This is an optimization exercise on Yosys and OpenROAD, whose aim is small area, not a production implementation. Only simulation tests tie the RTL to the original design; equivalence was not proved. The clock port is modelled as an ideal driver, which makes a skipped or thinned clock tree look cheaper than it is; a real chip needs a root buffer or a tree. No activity file was given, so power comes from the tool's default toggle rates.

== main ==
==> module PmodGYRO, before the edit <==
module PmodGYRO (
	input rst,
	input clk,
	output reg cs,
	output     sclk,
	output reg mosi,
	input      miso,
	output [15:0] data_x,
	output [15:0] data_y,
	output [15:0] data_z,
	output        valid,
	output        update
);
	localparam [16:0] PC = 17'h00000;
	localparam [2:0]  PB = 3'h0;
	localparam [1:0]  PP = 2'h0;
	reg [16:0] ct;
	reg  [2:0] bt;
	reg  [1:0] pt;
	reg        fin;
	wire [16:0] c  = ct ^ PC;
	wire  [2:0] b  = bt ^ PB;
	wire  [1:0] ph = pt ^ PP;
	reg [47:0] sr;
	reg [47:0] xyz;
	reg        vld;
	wire run  = &ph;
	wire last = run ? (b == 3'd6) : (b == 3'd1);    
	wire e    = c[3] & c[0] & (fin ? b[2] : c[7]);
	reg [16:0] c_n;
	reg  [2:0] b_n;
	reg  [1:0] ph_n;
	reg        fin_n;
	always @* begin
		c_n   = c;
		b_n   = b;
		ph_n  = ph;
		fin_n = fin;
		if (rst) begin
			c_n   = 17'd11;
			b_n   = 3'd4;
			ph_n  = 2'd0;
			fin_n = 1'b1;
		end else if (e) begin
			c_n = 17'd9;
			if (fin) begin
				b_n   = 3'd0;
				fin_n = 1'b0;
				if (!run && !c[1]) ph_n = ph + 2'd1;
			end else if (last) begin
				b_n   = 3'd0;
				fin_n = 1'b1;
			end else
				b_n = b + 3'd1;
		end else begin
			c_n = c + 17'd1;
			if (fin && (&c)) b_n = b + 3'd1;
		end
	end
	always @(posedge clk) begin
		ct  <= c_n ^ PC;
		bt  <= b_n ^ PB;
		pt  <= ph_n ^ PP;
		fin <= fin_n;
	end
	always @(posedge clk)
		cs <= rst | (fin & (cs | ~c[0]));
	wire load = run & fin & ~cs & c[0];
	assign update = run & fin & ~cs & ~c[0];
	reg nb;
	wire [2:0] bi = run ? ((b == 3'd0) ? 3'd4 : 3'd5) : {1'b0, ph + b[1:0]};
	always @* case ({bi, c[6:4]})
		6'd2: nb = 1'b1;
		6'd12: nb = 1'b1;
		6'd13: nb = 1'b1;
		6'd14: nb = 1'b1;
		6'd15: nb = 1'b1;
		6'd18: nb = 1'b1;
		6'd21: nb = 1'b1;
		6'd27: nb = 1'b1;
		6'd32: nb = 1'b1;
		6'd33: nb = 1'b1;
		6'd34: nb = 1'b1;
		6'd36: nb = 1'b1;
		default: nb = 1'b0;
	endcase
	always @(posedge clk) begin
		if (rst)
			mosi <= 1'b0;
		else if (!fin && c[3:0] == 4'd15)
			mosi <= nb;
	end
	assign sclk = fin | c[3];
	always @(posedge clk)
		if (c[3:0] == 4'd7)
			sr <= {sr[46:0], miso};
	always @(posedge clk) begin
		if (load)
			xyz <= {sr[7:0], sr[15:8], sr[23:16], sr[31:24], sr[39:32], sr[47:40]};
		if (rst)
			vld <= 1'b0;
		else if (load)
			vld <= 1'b1;
	end
	assign data_z = xyz[47:32];
	assign data_y = xyz[31:16];
	assign data_x = xyz[15:0];
	assign valid  = vld;
endmodule
==> flow/config.mk <==
export PLATFORM = sky130hd
export DESIGN_NAME = TopGlove
export DESIGN_NICKNAME = TopGlove
export VERILOG_FILES = /design/flow/design.v
export SDC_FILE = /design/flow/constraint.sdc
export NUM_CORES = 4
export LEC_CHECK = 0
export CAP_MARGIN = 20
export CORE_MARGIN = 2
export CORE_UTILIZATION = 40
export CTS_BUF_LIST = sky130_fd_sc_hd__clkbuf_8
export SLEW_MARGIN = 20
==> flow/constraint.sdc <==
create_clock -name core_clock -period 10.0 [get_ports {clk}]
set_input_delay 2.0000 -clock core_clock [delete_from_list [all_inputs] [get_ports {clk}]]
set_output_delay 2.0000 -clock core_clock [all_outputs]
set_load 0.01 [all_outputs]
standard.sh (not shown) runs the stock make flow with config.mk's settings and CLKGATE_MAP_FILE= SYNTH_SCRIPT=/design/flow/synth_recipe.tcl, a recipe that flattens the netlist after the stock synthesis.
==> flow/flow/run.sh <==
#!/bin/bash
# The standard layout, with these changes:
#  - synthesis maps logic with an area-oriented ABC script (flow/area.abc)
#    in place of ORFS's speed script; everything else in synthesis is as
#    standard.sh runs it. Should ABC fail on it, synthesis is rerun with
#    flow/area_safe.abc, the same mapping without the don't-care passes;
#  - port buffers are sky130_fd_sc_hd__buf_1;
#  - the clock tree is built by flow/cts_tree.tcl (a root buffer driving
#    leaf buffers of at most CTS_TREE_MAX_SINKS flip-flops each) in place
#    of TritonCTS.
# Each step's full output is in the ORFS logs under orfs/logs; the make
# output of each call is in synth.log, synth_safe.log and standard.log.
set -uo pipefail
export CTS_TREE_NET=clk CTS_TREE_MAX_SINKS=18 CTS_TREE_LEAF=sky130_fd_sc_hd__clkbuf_8 CTS_TREE_ROOT=sky130_fd_sc_hd__clkbuf_4
W=$(pwd)
make_synth_script() {  # $1 = ABC script, $2 = output name
  sed "s#^  log_cmd abc {\*}\$abc_args#  set abc_args [lreplace \$abc_args 1 1 $1]\n  log_cmd abc {*}\$abc_args#" \
    "$FLOW_HOME/scripts/synth.tcl" > "$W/synth_$2.tcl"
  sed "s#source \$::env(SCRIPTS_DIR)/synth.tcl#source $W/synth_$2.tcl#" synth_recipe.tcl > "$W/synth_recipe_$2.tcl"
}
make_synth_script "$W/flow/area.abc" area
make_synth_script "$W/flow/area_safe.abc" safe
S="$W/synth_recipe_area.tcl"
if ! bash standard.sh "SYNTH_SCRIPT=$S" synth > synth.log 2>&1; then
  S="$W/synth_recipe_safe.tcl"
  bash standard.sh "SYNTH_SCRIPT=$S" synth > synth_safe.log 2>&1 || exit 1
fi
bash standard.sh "SYNTH_SCRIPT=$S" \
  "BUFFER_PORTS_ARGS=-buffer_cell sky130_fd_sc_hd__buf_1" \
  "PRE_CTS_TCL=$W/flow/cts_tree.tcl" \
  finish > standard.log 2>&1
Other scripts of this flow, unchanged in this note and not shown: flow/flow/area.abc, flow/flow/area_safe.abc, flow/flow/cts_tree.tcl
main finished end to end and its layout was clean on timing, DRC and antenna.
Edits applied to the flow inputs when going from main to the feature branch:
--- a/flow/design.v
+++ b/flow/design.v
@@ -91,5 +91,4 @@
 	reg  [2:0] bt;
 	reg  [1:0] pt;
-	reg        fin;
 	wire [16:0] c  = ct ^ PC;
 	wire  [2:0] b  = bt ^ PB;
@@ -99,29 +98,26 @@
 	reg        vld;
 	wire run  = &ph;
+	wire fin  = cs | c[8];
 	wire last = run ? (b == 3'd6) : (b == 3'd1);    
-	wire e    = c[3] & c[0] & (fin ? b[2] : c[7]);
+	wire e    = c[3] & c[1] & (fin ? (b[2] & c[8]) : c[7]);
 	reg [16:0] c_n;
 	reg  [2:0] b_n;
 	reg  [1:0] ph_n;
-	reg        fin_n;
 	always @* begin
-		c_n   = c;
-		b_n   = b;
-		ph_n  = ph;
-		fin_n = fin;
+		c_n  = c;
+		b_n  = b;
+		ph_n = ph;
 		if (rst) begin
-			c_n   = 17'd11;
-			b_n   = 3'd4;
-			ph_n  = 2'd0;
-			fin_n = 1'b1;
+			c_n  = 17'h10109;
+			b_n  = 3'd4;
+			ph_n = 2'd0;
 		end else if (e) begin
-			c_n = 17'd9;
+			c_n = 17'd10;
 			if (fin) begin
-				b_n   = 3'd0;
-				fin_n = 1'b0;
-				if (!run && !c[1]) ph_n = ph + 2'd1;
+				b_n = 3'd0;
+				if (!run && !c[16]) ph_n = ph + 2'd1;
 			end else if (last) begin
-				b_n   = 3'd0;
-				fin_n = 1'b1;
+				b_n = 3'd0;
+				c_n = 17'h10A;
 			end else
 				b_n = b + 3'd1;
@@ -132,13 +128,11 @@
 	end
 	always @(posedge clk) begin
-		ct  <= c_n ^ PC;
-		bt  <= b_n ^ PB;
-		pt  <= ph_n ^ PP;
-		fin <= fin_n;
-	end
-	always @(posedge clk)
-		cs <= rst | (fin & (cs | ~c[0]));
-	wire load = run & fin & ~cs & c[0];
-	assign update = run & fin & ~cs & ~c[0];
+		ct <= c_n ^ PC;
+		bt <= b_n ^ PB;
+		pt <= ph_n ^ PP;
+		cs <= rst | (fin & ~e);
+	end
+	wire load = run & ~fin & e & last;
+	assign update = run & fin & ~cs;
 	reg nb;
 	wire [2:0] bi = run ? ((b == 3'd0) ? 3'd4 : 3'd5) : {1'b0, ph + b[1:0]};
Notes after the runs:
- The feature branch finished every stage and its layout cleared the timing, design-rule and antenna checks.
- Storage element area went down slightly going from main to the feature branch.
- Floorplan die height of the feature branch is on par with main.
- Compared the feature branch against main; synthesized area within noise.
- Combinational power (the feature branch over main): decrease, about 40%
- Relative to main, the feature branch improves total vias in the final route.
- The minimum hold slack of the feature branch and that of main are within noise of each other.
- Of the two values seen for main combinational cell family by area after synthesis, simple AND/OR/NAND/NOR gates was produced by the feature branch and compound AO/OA/AOI/OAI gates by main.
- Between the feature branch and main, the detailed-placement wirelength estimate is higher for main.
No run of this note takes its clock network from TritonCTS; it comes from the design's own scripts or RTL.

separate check: timing with driven ports:
No port has a modelled driver above. Below, the same layouts with a new extraction and two added sets of constraints. Step 1: set_driving_cell puts a clkbuf_16 on clk and a buf_2 on each other input, an assumption about the parent block. Step 2, shift: input delay + t, output delay - t, t = (earliest + latest rising clock arrival at the registers) / 2. This alone moves slack from input paths to output paths. Three values: ideal ports, drivers, drivers and shift; two values: the first two.
run | shift t [ns] | setup WS [ns] | hold WS [ns] | latest minus earliest clock arrival (ns) | slew at the worst register clock pin (ns)
main | 0.561 | 4.522 / 4.487 / 4.487 | 0.391 / 0.391 / 0.391 | 0.013 / 0.012 | 0.11 / 0.11
the feature branch | 0.554 | 4.399 / 4.346 / 4.346 | 0.394 / 0.394 / 0.394 | 0.014 / 0.014 | 0.11 / 0.11
After both steps setup and hold are still met in every run listed. The setup slack of the feature branch, which loses most, moves by -0.053 ns with the drivers and by -0.053 ns with both steps.
